Context: an optimization exercise on an open-source flow, tuned for small area, a short achievable clock period and few clock cycles. The choices shown serve that exercise and are no tape-out recipe.
Only simulation tests tie the RTL to the original design; equivalence was not proved.
Power is estimated from default activity; no workload was simulated.

== try-amber ==
## riscv_pipeline
module riscv_pipeline #(
    parameter DATA_WIDTH = 32,
    parameter ADDR_WIDTH = 32
) (
    input  logic                        clk,
    input  logic                        rst_n,
    output logic [ADDR_WIDTH-1:0]       imem_addr,
    input  logic [DATA_WIDTH-1:0]       imem_rdata,
    output logic [ADDR_WIDTH-1:0]       dmem_addr,
    output logic [DATA_WIDTH-1:0]       dmem_wdata,
    output logic                        dmem_we,
    output logic                        dmem_re,
    input  logic [DATA_WIDTH-1:0]       dmem_rdata,
    output logic                        wb_valid,
    output logic [4:0]                  wb_rd,
    output logic [DATA_WIDTH-1:0]       wb_data
);
For scale: about 5200 cells after synthesis, ~1300 flip-flops, ~200 I/O pins, ~0.062 mm2 of cells after synthesis.
Settings: LEC_CHECK=0, CAP_MARGIN=20, CORE_MARGIN=2, CORE_UTILIZATION=55, PLACE_DENSITY=0.68, SLEW_MARGIN=20; clock period 12.0 ns.
standard.sh (not shown) runs the stock make flow with config.mk's settings and CLKGATE_MAP_FILE= SYNTH_SCRIPT=/design/flow/synth_recipe.tcl, a recipe that flattens the netlist after the stock synthesis.
==> flow/flow/run.sh <==
#!/bin/bash
set -euo pipefail
ARGS=()
while IFS= read -r line; do
  [[ -z "$line" || "$line" == \#* ]] && continue
  ARGS+=("$line")
done < flow/knobs.txt
bash standard.sh "${ARGS[@]}" finish > standard_flow.log 2>&1
==> flow/flow/knobs.txt <==
SETUP_SLACK_MARGIN=7.8
CTS_ARGS=-sink_clustering_enable -repair_clock_nets -dont_use_dummy_load -buf_list {sky130_fd_sc_hd__clkbuf_4 sky130_fd_sc_hd__clkbuf_8}
BUFFER_PORTS_ARGS=-buffer_cell sky130_fd_sc_hd__buf_2
Testbench counts of try-amber, summed over its fixed seeds: cycles 33,074.
diff inputs: try-amber => try-xenon
--- a/flow/design.v
+++ b/flow/design.v
@@ -146,19 +146,23 @@
     logic [31:0] m_val;          
     logic [4:0]  m_rd;
     logic        m_we, m_ld, m_st;
     logic [31:0] x_res;          
     logic [31:0] m_wdata;        
     logic [31:2] npc;            
     logic        stall;          
     logic [31:0] rf [1:31];
+    logic [31:1] rf_v;
     for (genvar i = 1; i < 32; i++) begin : g_rf
         always_ff @(posedge clk)
-            if ((m_we && m_rd == i) || !rst_n) rf[i] <= m_wdata;
+            if (m_we && m_rd == i) rf[i] <= m_wdata;
+        always_ff @(posedge clk or negedge rst_n)
+            if (!rst_n) rf_v[i] <= 1'b0;
+            else if (m_we && m_rd == i) rf_v[i] <= 1'b1;
     end
     assign npc = x_nxt;
     assign imem_addr = {npc, 2'b00};
     logic [31:0] ins;
     assign ins = imem_rdata;
     logic [4:0] f_op, f_rd, f_rs1, f_rs2;
     logic [2:0] f_f3;
     assign f_op  = ins[6:2];
@@ -179,26 +183,22 @@
     logic [31:0] imm_i, imm_s, imm_b, imm_u, imm_j;
     assign imm_i = {{20{ins[31]}}, ins[31:20]};
     assign imm_s = {{20{ins[31]}}, ins[31:25], ins[11:7]};
     assign imm_b = {{19{ins[31]}}, ins[31], ins[7], ins[30:25], ins[11:8], 1'b0};
     assign imm_u = {ins[31:12], 12'b0};
     assign imm_j = {{11{ins[31]}}, ins[31], ins[19:12], ins[20], ins[30:21], 1'b0};
     logic [31:0] rf_r1, rf_r2;
     always_comb begin
-        logic [31:0] lo1, hi1, lo2, hi2;
-        lo1 = '0; hi1 = '0; lo2 = '0; hi2 = '0;
-        for (int i = 0; i < 16; i++) begin
-            if (i != 0) lo1 = lo1 | (rf[i] & {32{f_rs1[3:0] == i}});
-            hi1 = hi1 | (rf[16+i] & {32{f_rs1[3:0] == i}});
-            if (i != 0) lo2 = lo2 | (rf[i] & {32{f_rs2[3:0] == i}});
-            hi2 = hi2 | (rf[16+i] & {32{f_rs2[3:0] == i}});
+        rf_r1 = '0;
+        rf_r2 = '0;
+        for (int i = 1; i < 32; i++) begin
+            rf_r1 = rf_r1 | (rf[i] & {32{rf_v[i] && f_rs1 == i}});
+            rf_r2 = rf_r2 | (rf[i] & {32{rf_v[i] && f_rs2 == i}});
         end
-        rf_r1 = f_rs1[4] ? hi1 : lo1;
-        rf_r2 = f_rs2[4] ? hi2 : lo2;
     end
     logic f_x1, f_x2, f_m1, f_m2;
     assign f_x1 = x_we && x_rd == f_rs1;
     assign f_x2 = x_we && x_rd == f_rs2;
     assign stall = x_ld && ((f_x1 && !(f_lui || f_auipc || f_jal)) || (f_x2 && (f_opr || f_br || f_st)));
     assign f_m1 = m_we && m_rd == f_rs1;
     assign f_m2 = m_we && m_rd == f_rs2;
     logic        f_use1, f_use2;     
@@ -303,29 +303,28 @@
             3'b101:  alu = sh_out;
             3'b110:  alu = a | b;
             default: alu = a & b;
         endcase
     end
     assign x_res = x_jmp ? {x_nxt, 2'b00} : alu;
     always_ff @(posedge clk or negedge rst_n) begin
         if (!rst_n) begin
-            m_we  <= 1'b0;
-            m_ld  <= 1'b0;
-            m_st  <= 1'b0;
-            m_val <= 32'd0;               
+            m_we <= 1'b0;
+            m_ld <= 1'b0;
+            m_st <= 1'b0;
         end else begin
-            m_we  <= x_we;
-            m_ld  <= x_ld;
-            m_st  <= x_st;
-            m_val <= x_st ? b : x_res;
+            m_we <= x_we;
+            m_ld <= x_ld;
+            m_st <= x_st;
         end
     end
     always_ff @(posedge clk) begin
         m_addr <= addr_sum;
+        m_val  <= x_st ? b : x_res;
         m_rd   <= x_rd;
     end
     assign dmem_addr  = m_addr;
     assign dmem_wdata = m_val;
     assign dmem_we    = m_st;
     assign dmem_re    = m_ld;
     assign m_wdata = m_ld ? dmem_rdata : m_val;
     logic        t_valid;
Notes after the runs:
Re critical path depth: try-xenon is 3 down on try-amber.
Measured against try-amber, the number of inverters outside the clock class in the layout of try-xenon comes out at 0.850 times the reference value.
Power consumption, try-xenon and try-amber, lower one = try-xenon.
Between try-amber and try-xenon, the flow reports number of sinks on the clock net increasing by a few percent.
try-xenon has final critical delay including setup and external delays above what try-amber had.
Compared with try-amber, try-xenon shows routability congestion estimate lower by about 4.5%.
try-xenon gives less utilization than try-amber did.
Relative to try-amber, achievable frequency has gone down in try-xenon.
Per the comparison of try-xenon with try-amber, hold slack shows a reduction of 0.0059 ns; final cycle utilization of the critical path higher.
Testbench counts of try-xenon, summed over its fixed seeds: cycles 33,074.

==> re-timing with driven ports <==
In the flow no input, the clock included, has a driving cell. The finished layouts below were timed again as built, in two steps.
Step 1, drivers: a clkbuf_16 drives clk and a buf_2 each remaining input, both assumed.
Step 2 adds t to the input delays and takes it off the output delays; t is the mean of the earliest and latest rising clock arrival at the registers after step 1. Input paths then give back, and output paths get back, about the clock's delay inside the block.
a / b / c = ideal / step 1 / step 2; a / b = the first two.
run | t (ns) | slack for setup (ns) | hold slack, ns
try-amber | 0.960 | 7.689 / 7.677 / 6.717 | 0.401 / 0.401 / 0.401
try-xenon | 0.960 | 7.626 / 7.675 / 6.715 | 0.395 / 0.395 / 0.395
After both steps every run listed still meets setup and hold. For try-amber, which loses most, drivers alone change the setup slack by -0.012 ns; drivers and shift together by -0.972 ns.
